This design comes from an exercise in tuning for small area and a short achievable clock period on the open sky130 flow, not from production work.
In this exercise RTL edits were held to simulation tests only and were not proved equivalent to the original.
Power and IR drop assume default switching activity.

===== flow/design.v =====
`timescale 1ns / 1ps
module CPU(
input [15:0]i_datain,
input [15:0]d_datain,
input clock,
input reset,
input enable,
input start,
output [7:0]i_addr,
output [7:0]d_addr,
output [15:0]d_dataout,
output d_we
);
reg [15:0]gr[7:0];
reg state;
reg next_state;
reg [7:0]pc;
reg [15:0]id_ir;
reg [15:0]ex_ir;
reg [15:0]mem_ir;
reg [15:0]wb_ir;
reg [15:0]reg_A;
reg [15:0]reg_B;
reg [15:0]reg_C;
reg [15:0]reg_C1;
reg [15:0]smdr;
reg [15:0]smdr1;
wire [15:0]ALUo;
reg nf,zf,dw;
reg cf;
wire alu_cf;    
assign i_addr = pc;
assign d_addr = reg_C[7:0];
assign d_we = dw;
assign d_dataout = smdr1;
always @(posedge clock or negedge reset)
    begin
        if (!reset)
            state <= 1'b0;
        else
            state <= next_state;
    end
always @(*)
    begin
        case (state)
            1'b0 : 
                if ((enable == 1'b1) 
                && (start == 1'b1))
                    next_state <= 1'b1;
                else    
                    next_state <= 1'b0;
            1'b1 :
                if ((enable == 1'b0) 
                || (wb_ir[15:11] == 5'b00001))
                    next_state <= 1'b0;
                else
                    next_state <= 1'b1;
        endcase
    end
always @(posedge clock or negedge reset)
    begin
        if (!reset)
            begin
                id_ir <= 0;
                pc <= 0;
            end
        else if (state ==1'b1)
            begin
                id_ir <= i_datain;
                if((mem_ir[15:11] == 5'b11000)
                || (mem_ir[15:11] == 5'b11001)
                ||  ((mem_ir[15:11] == 5'b11010)
                    && (zf == 1'b1)) 
                || ((mem_ir[15:11] == 5'b11011)
                    && (zf == 1'b0)) 
                || ((mem_ir[15:11] == 5'b11100)
                    && (nf == 1'b1))
                || ((mem_ir[15:11] == 5'b11101)
                    && (nf == 1'b0))
                || ((mem_ir[15:11] == 5'b11110)
                    && (cf == 1'b1))
                || ((mem_ir[15:11] == 5'b11111)
                    && (cf == 1'b0)))
                    pc <= reg_C[7:0]; 
                else
                    pc <= pc + 1; 
            end
    end
always @(posedge clock or negedge reset)
    begin
        if (!reset)
            begin
                ex_ir<=0;
                reg_A<=0;
                reg_B<=0;
                smdr<=0;
            end
        else if (state == 1'b1)
            begin
                ex_ir <= id_ir;
                if ((id_ir[15:11] == 5'b10000)
                || (id_ir[15:11] == 5'b01001) || (id_ir[15:11] == 5'b01011)
                || (id_ir[15:11] == 5'b11001)
                || (id_ir[15:11] == 5'b11010) || (id_ir[15:11] == 5'b11011)
                || (id_ir[15:11] == 5'b11100) || (id_ir[15:11] == 5'b11101)
                || (id_ir[15:11] == 5'b11110) || (id_ir[15:11] == 5'b11111))
                    reg_A <= gr[(id_ir[10:8])]; 
                else if(id_ir[15:11] == 5'b11000)
                    reg_A <= {8'b0000_0000, id_ir[7:0]}; 
                else
                    reg_A <= gr[id_ir[6:4]]; 
                if ((id_ir[15:11] == 5'b00010)
                || (id_ir[15:11] == 5'b00100) || (id_ir[15:11] == 5'b00110) 
                || (id_ir[15:11] == 5'b00101) || (id_ir[15:11] == 5'b00111))
                    reg_B <= {12'b0000_0000_0000, id_ir[3:0]}; 
                else if (id_ir[15:11] == 5'b00011)
                    begin
                        reg_B <= {12'b0000_0000_0000, id_ir[3:0]}; 
                        smdr <= gr[id_ir[10:8]];
                    end
                else if ((id_ir[15:11] == 5'b01001) || (id_ir[15:11] == 5'b01011) 
                || (id_ir[15:11] == 5'b11010) || (id_ir[15:11] == 5'b11011) 
                || (id_ir[15:11] == 5'b11100) || (id_ir[15:11] == 5'b11101) 
                || (id_ir[15:11] == 5'b11110) || (id_ir[15:11] == 5'b11111) 
                || (id_ir[15:11] == 5'b11001))
                    reg_B <= {8'b0000_0000,id_ir[7:0]}; 
                else if (id_ir[15:11] == 5'b11000) 
                    reg_B <= 0; 
                else if ((id_ir[15:11] == 5'b10001) || (id_ir[15:11] == 5'b10010))
                    reg_B <= gr[id_ir[2:0]]+cf; 
                else if (id_ir[15:11] == 5'b10000)
                   reg_B <= {id_ir[7:0],8'b0000_0000}; 
                else
                   reg_B <= gr[id_ir[2:0]];
            end
    end
ALU alu(
    .a(reg_A),
    .b(reg_B),
    .ir(ex_ir[15:11]),
    .ALUo(ALUo),
    .cf(alu_cf)
);
always @(posedge clock or negedge reset)
    begin
        if (!reset)
            begin
                reg_C<=0;
                mem_ir<=0;
                zf<=0;
                nf<=0;
                cf<=0;
                dw<=0;
                smdr1<=0;
            end
        else if (state == 1'b1)
            begin
                mem_ir <= ex_ir;
                reg_C <= ALUo;
                if ((ex_ir[15:11] == 5'b01000) || (ex_ir[15:11] == 5'b01001) || (ex_ir[15:11] == 5'b10001)
                || (ex_ir[15:11] == 5'b01010) || (ex_ir[15:11] == 5'b01011) || (ex_ir[15:11] == 5'b10010)
                || (ex_ir[15:11] == 5'b01100))
                    begin
                        if (ALUo == 16'b0000_0000_0000_0000)
                            zf <= 1'b1;
                        else
                            zf <= 1'b0;
                        begin
                        if (ALUo[15] == 1'b1)
                            nf <= 1'b1;
                        else
                            nf <= 1'b0;
                        end
                    end
                if ((ex_ir[15:11] == 5'b01000) || (ex_ir[15:11] == 5'b01001) || (ex_ir[15:11] == 5'b10001))
                    cf <= alu_cf;
                if (ex_ir[15:11] == 5'b00011)
                    begin
                        dw <= 1'b1;
                        smdr1 <= smdr;
                    end
                else
                    dw <= 1'b0;
            end
    end
always @(posedge clock or negedge reset)
    begin
        if (!reset)
            begin
                reg_C1<=0;
                wb_ir<=0;
            end
        else if (state == 1'b1)
            begin
                wb_ir <= mem_ir;
                if (mem_ir[15:11] == 5'b00010)
                    reg_C1 <= d_datain;
                else
                    reg_C1 <= reg_C;
            end
    end     
always @(posedge clock or negedge reset)
    begin
        if (!reset)
            begin
                gr[0] <= 16'b0000_0000_0000_0000;
                gr[1] <= 16'b0000_0000_0000_0000;
                gr[2] <= 16'b0000_0000_0000_0000;
                gr[3] <= 16'b0000_0000_0000_0000;
                gr[4] <= 16'b0000_0000_0000_0000;
                gr[5] <= 16'b0000_0000_0000_0000;
                gr[6] <= 16'b0000_0000_0000_0000;
                gr[7] <= 16'b0000_0000_0000_0000;
            end
        else if (state == 1'b1)
            begin
                if ((wb_ir[15:11] == 5'b00010) || (wb_ir[15:11] == 5'b10000)
                || (wb_ir[15:11] == 5'b01000)|| (wb_ir[15:11] == 5'b01001) || (wb_ir[15:11] == 5'b10001)
                || (wb_ir[15:11] == 5'b01010)|| (wb_ir[15:11] == 5'b01011) || (wb_ir[15:11] == 5'b10010)
                || (wb_ir[15:11] == 5'b01101)|| (wb_ir[15:11] == 5'b01110) || (wb_ir[15:11] == 5'b01111)
                || (wb_ir[15:11] == 5'b00100)|| (wb_ir[15:11] == 5'b00110) 
                || (wb_ir[15:11] == 5'b00101)|| (wb_ir[15:11] == 5'b00111))
                    gr[wb_ir[10:8]] <= reg_C1;
            end
    end
endmodule
module ALU(
input [15:0]a,
input [15:0]b,
input [4:0]ir,
output reg [15:0]ALUo,
output reg cf
);
always@(a or b or ir)begin
    cf <= 1'b0;
    if(ir==5'b00010 || ir==5'b00011 || ir==5'b10000
    || ir==5'b01000 || ir==5'b01001 || ir==5'b10001
    || ir==5'b11000 || ir==5'b11001 
    || ir==5'b11010 || ir==5'b11011 || ir==5'b11100 || ir==5'b11101 || ir==5'b11110 || ir==5'b11111)
        {cf,ALUo} <= a+b;
    else if(ir==5'b01010 || ir==5'b01011 || ir==5'b10010
    || ir==5'b01100)
        ALUo <= $signed(a)-b;
    else if(ir==5'b01101)
        ALUo <= a&b;
    else if(ir==5'b01110)
        ALUo <= a|b;
    else if(ir==5'b01111)
        ALUo <= a^b;
    else if(ir==5'b00100)
        ALUo <= a<<b;
    else if(ir==5'b00110)
        ALUo <= a>>b;
    else if(ir==5'b00101)
        ALUo <= $signed(a)<<<b;
    else if(ir==5'b00111)
        ALUo <= $signed(a)>>>b;
    else
        ALUo <= 16'b0000_0000_0000_0000;
end
endmodule

===== flow/run.sh =====
#!/bin/bash
# synth_recipe.tcl (not shown) runs the flow's synth.tcl, then flattens the netlist and writes it again
# the make line also repeats each setting of config.mk as NAME=value (left out here)
make -C /OpenROAD-flow-scripts/flow DESIGN_CONFIG=/design/flow/config.mk WORK_HOME=/design/flow/orfs CLKGATE_MAP_FILE= SYNTH_SCRIPT=/design/flow/synth_recipe.tcl finish

===== flow/constraint.sdc =====
create_clock -name core_clock -period 3.8 [get_ports {clock}]
set_input_delay 0.7600 -clock core_clock [delete_from_list [all_inputs] [get_ports {clock}]]
set_output_delay 0.7600 -clock core_clock [all_outputs]
set_load 0.01 [all_outputs]

===== flow/config.mk =====
export PLATFORM = sky130hd
export DESIGN_NAME = CPU
export DESIGN_NICKNAME = CPU
export VERILOG_FILES = /design/flow/design.v
export SDC_FILE = /design/flow/constraint.sdc
export NUM_CORES = 4
export LEC_CHECK = 0
export CAP_MARGIN = 20
export CORE_MARGIN = 2
export CORE_UTILIZATION = 40
export SLEW_MARGIN = 20

==> reports/qor.txt <==
fin crit share: 92.7%
Top Metal Used: met4
met2 wire length: 37600 um
Clk network pwr share: 14.9%
Worst-Margin Slew: 955 ps
CP startpoint: reg_A[0]
max frequency: 284 MHz
Fillers: 4742
vias in the first global route: 18300
Initial DRC Count: 2462
Async S/R FF share, synth: 100%
Total GRT Usage: 31.4%
design area: 23200 um^2
Buf+Inv Stages, Crit Path: 3
final setup fails: 0
mapped cell area: 19900 um^2
setup_tns: 0 ps
syn nets: 2214
Slew Viols, Final: 0
hold buffer count at CTS: 0
Final Wtd Congestion: 0.984
Core ar.: 49100 um^2
Hold Fails Final Rpt: 0
Clk Latency, worst-skew pair: 600 ps
Worst-path clk slew: 70 ps
routed length on met1: 32800 um
first-pass GRT wire length: 121000 um
internal power: 11.6 mW
CP arrival: 4050 ps
postcts setup bufs: 0
Seq. cell area: 6940 um^2
Sw Ratio: 47.4%
EDFF count, synth: 0
initial antenna violation count: 3
post-cts resize count: 0
Cells after Synth: 2126
Die X: 227 um
Top FF cell, synth: dfrtp_1
CP max FO: 7
Largest stage delay, worst path: 480 ps
top cell family by delay on the critical path: simple AND/OR/NAND/NOR gates
status: complete, no violations
Crit Reg-Reg Startpoint: reg_A[0]
detailed placement HPWL: 60300 um
Pre-antenna DRT Iters: 6
post-synth top area share: 34.8%
number of vias per cell: 6.44
layout cells sized above 1: 23.3%
FP Rows: 81
Initial Util: 40.6%
final WL: 81200 um
DR WL met3: 5930 um
Slew headroom: 36.2%
Nets: 2312
clk sinks: 277
Cell Area, Placed: 22100 um^2
Worst setup SP type: register
Seq/Total Area, Yosys: 34.8%
Multi-input gate area: 12000 um^2
pin count of the biggest net entering global routing: 90
Design Power: 22.0 mW
sequential share of power: 27.4%
Critical Path Most Common Cell: buf_4
Gate power share: 57.7%
leakage: 9.64 nW
CP Cell Sequence: buf_4, inv_1, ha_1, fa_1, o21ba_2, or4_1, a21o_1, nand3_1, and4_1, a2111oi_0, buf_4, nor4_1, nand4_1, o21ai_1
Synth Register Bits: 277
Netlist cell types: 93
pwr/cell area: 949 nW/um^2
CP Data Required Time: 4330 ps
FF-to-FF setup slack: 280 ps
die area: 51600 um^2
Hold Crit Class: in2async
residual DRC count: 0
crit path capture type: register
Max Root-Sink Buffers: 3
H-tree levels: 1
worst setup path category: reg2reg
CP max-delay cell: or4_1
area grow syn2layout: 16.4%
YS warnings: 3
Synth area leader: dfrtp_1
Mapped Avg Cell Area: 9.37 um^2
Remaining Overflow, GRT: 0
DR WL/cell: 27.9 um
top cells by area, synth: dfrtp_1 35%, mux2_2 12%, mux4_2 4.9%
TritonCTS clock tree: done
max-cap violations: 0
CTS buffer count: 31
routed via count: 18800
Antenna Nets Post-Route: 0
Port-buffer cells: 68
RSZ-0062 raised after global routing: no
CTS Root Buffer Type: clkbuf_16
clock period minus worst slack: 3520 ps
P_sw: 10.4 mW
Worst Skew: 34.5 ps
DIE HEIGHT: 227 um
Fin Hold WS: 204 ps
number of I/O pins: 69
worst vdd ir: 0.499 mV
metrics by stage:
stage          setup slack, ps  util [%]  std cells
3_5_place_dp               366      45.0       2854
6_report                   276      47.3       2914
5_1_grt                    107      47.3       2913
4_1_cts                    348      47.3       2912
3_3_place_gp               375      45.0       2854
2_1_floorplan              106         -       2126
flip-flops by register name (all words and copies together) (netlist names), 8 cells and up:
signal	count
smdr	16
reg_C	16
ex_ir	8
smdr1	16
reg_C1	16
reg_A	16
id_ir	16
mem_ir	8
reg_B	16
gr	128
wb_ir	8
pc	8
area by class of cell:
| type | count | share of cell area [%] |
|---|---|---|
| Inverter | 84 | 1.36 |
| Antenna cell | 1 | 0.0108 |
| Timing Repair Buffer | 235 | 8.88 |
| Sequential cell | 277 | 29.9 |
| Tap cell | 664 | 3.58 |
| Multi-Input combinational cell | 1595 | 51.5 |
| Clock inverter | 20 | 1.16 |
| Clock buffer | 38 | 3.59 |
Yosys cell counts, drive strengths merged, types with 8 or more instances:
master   count
o21ai      126
a311oi       8
a211o        9
a31oi       22
buf         54
nand2b      27
nor3        55
inv         81
a21oi      152
o2bb2ai      9
mux2i       85
nand3b       9
nor2       186
and3        17
a2111oi      8
or3         13
o22ai       49
mux2       210
o221ai      17
a211oi      28
dfrtp      277
mux4        44
and2        11
o211ai      20
nor2b       18
nand2      134
o31ai       18
nand4        8
clkbuf     116
a221oi      41
nor4        17
nor3b       11
a21o        13
nand3       37
or2         10
ha          50
a22o        10
a22oi       13
cell usage in the layout, fill, tap and decap left out, drive strengths merged, types with 13 or more instances in the layout:
cell	synthesis	final
nand2b	27	27
a21oi	152	152
nor3	55	55
o211ai	20	20
or3	13	13
o31ai	18	18
o21ai	126	126
buf	54	168
nor4	17	17
nor2b	18	18
clkdlybuf4s50	0	67
a221oi	41	41
mux4	44	44
inv	81	83
dfrtp	277	277
and3	17	17
a21o	13	13
o22ai	49	49
nand3	37	37
clkinv	3	13
a22oi	13	13
o221ai	17	17
nor2	186	186
mux2i	85	85
nand2	134	134
mux2	210	210
a211oi	28	28
ha	50	50
a31oi	22	22
clkbuf	116	38
worst paths after layout:
check / end / depth (start not counted)
min in group core_clock: smdr[11] / 2
hold reg to reg: smdr[11] / 2
max in group asynchronous: gr[6][2] / 2
setup / recovery: zf / 14
setup reg to reg: zf / 14
hold / removal: gr[7][9] / 1
power by group through the flow:
stage | Clock (mW) | Combinational [mW] | Sequential (mW)
2_1_floorplan | 0 | 8.14 | 5.18
3_3_place_gp | 0 | 12.4 | 5.96
3_5_place_dp | 0 | 12.4 | 6.02
4_1_cts | 3.34 | 12.4 | 5.97
5_1_grt | 3.45 | 13.5 | 6.18
6_report | 3.29 | 12.7 | 6.03
logic make-up after synthesis:
group	after synthesis	share of synthesized area, %
and+or+nand+nor	572	14.0
adders and majority gates	52	3.34
xor gates and xnor gates	10	0.439
AOI/OAI and AO/OA	622	20.9
muxes	339	21.1
DFF	277	34.8
buffers and inverters	254	5.37
per-layer routing:
layer | up-vias | global-route usage (%)
met4 | 0 | 15.6
li1 | 8170 | -
met5 | - | 0
met3 | 251 | 3.50
met2 | 1067 | 51.5
met1 | 9283 | 41.1
worst reg2reg max path, delay by kind of cell (launching register included):
family          cells  cell delay, ps
compound gates      4             680
fa+ha+maj           2             680
buf+inv             3             410
flops               1             360
simple gates        5            1330

-- afterwards: timing with drivers on the ports --
No port has a modelled driver above. Below, the same layout with a new extraction and two added sets of constraints. Step 1 sets driving cells, clkbuf_16 on the clock port and buf_2 on the other inputs (assumed; they add their load-dependent delay and slew). Step 2 adds t to the input delays and takes it off the output delays; t is the mean of the earliest and latest rising clock arrival at the registers after step 1. Input paths then give back, and output paths get back, about the clock's delay inside the block. Three values: no drivers, after step 1, after step 2; two values: the first two.
t (ns): 0.645
slack for setup (ns): 0.276 / 0.276 / 0.276
worst hold slack (ns): 0.204 / 0.189 / 0.480
After both steps setup and hold are still met in this run. The setup slack of this run moves by 0.000 ns with the drivers and by 0.000 ns with both steps.
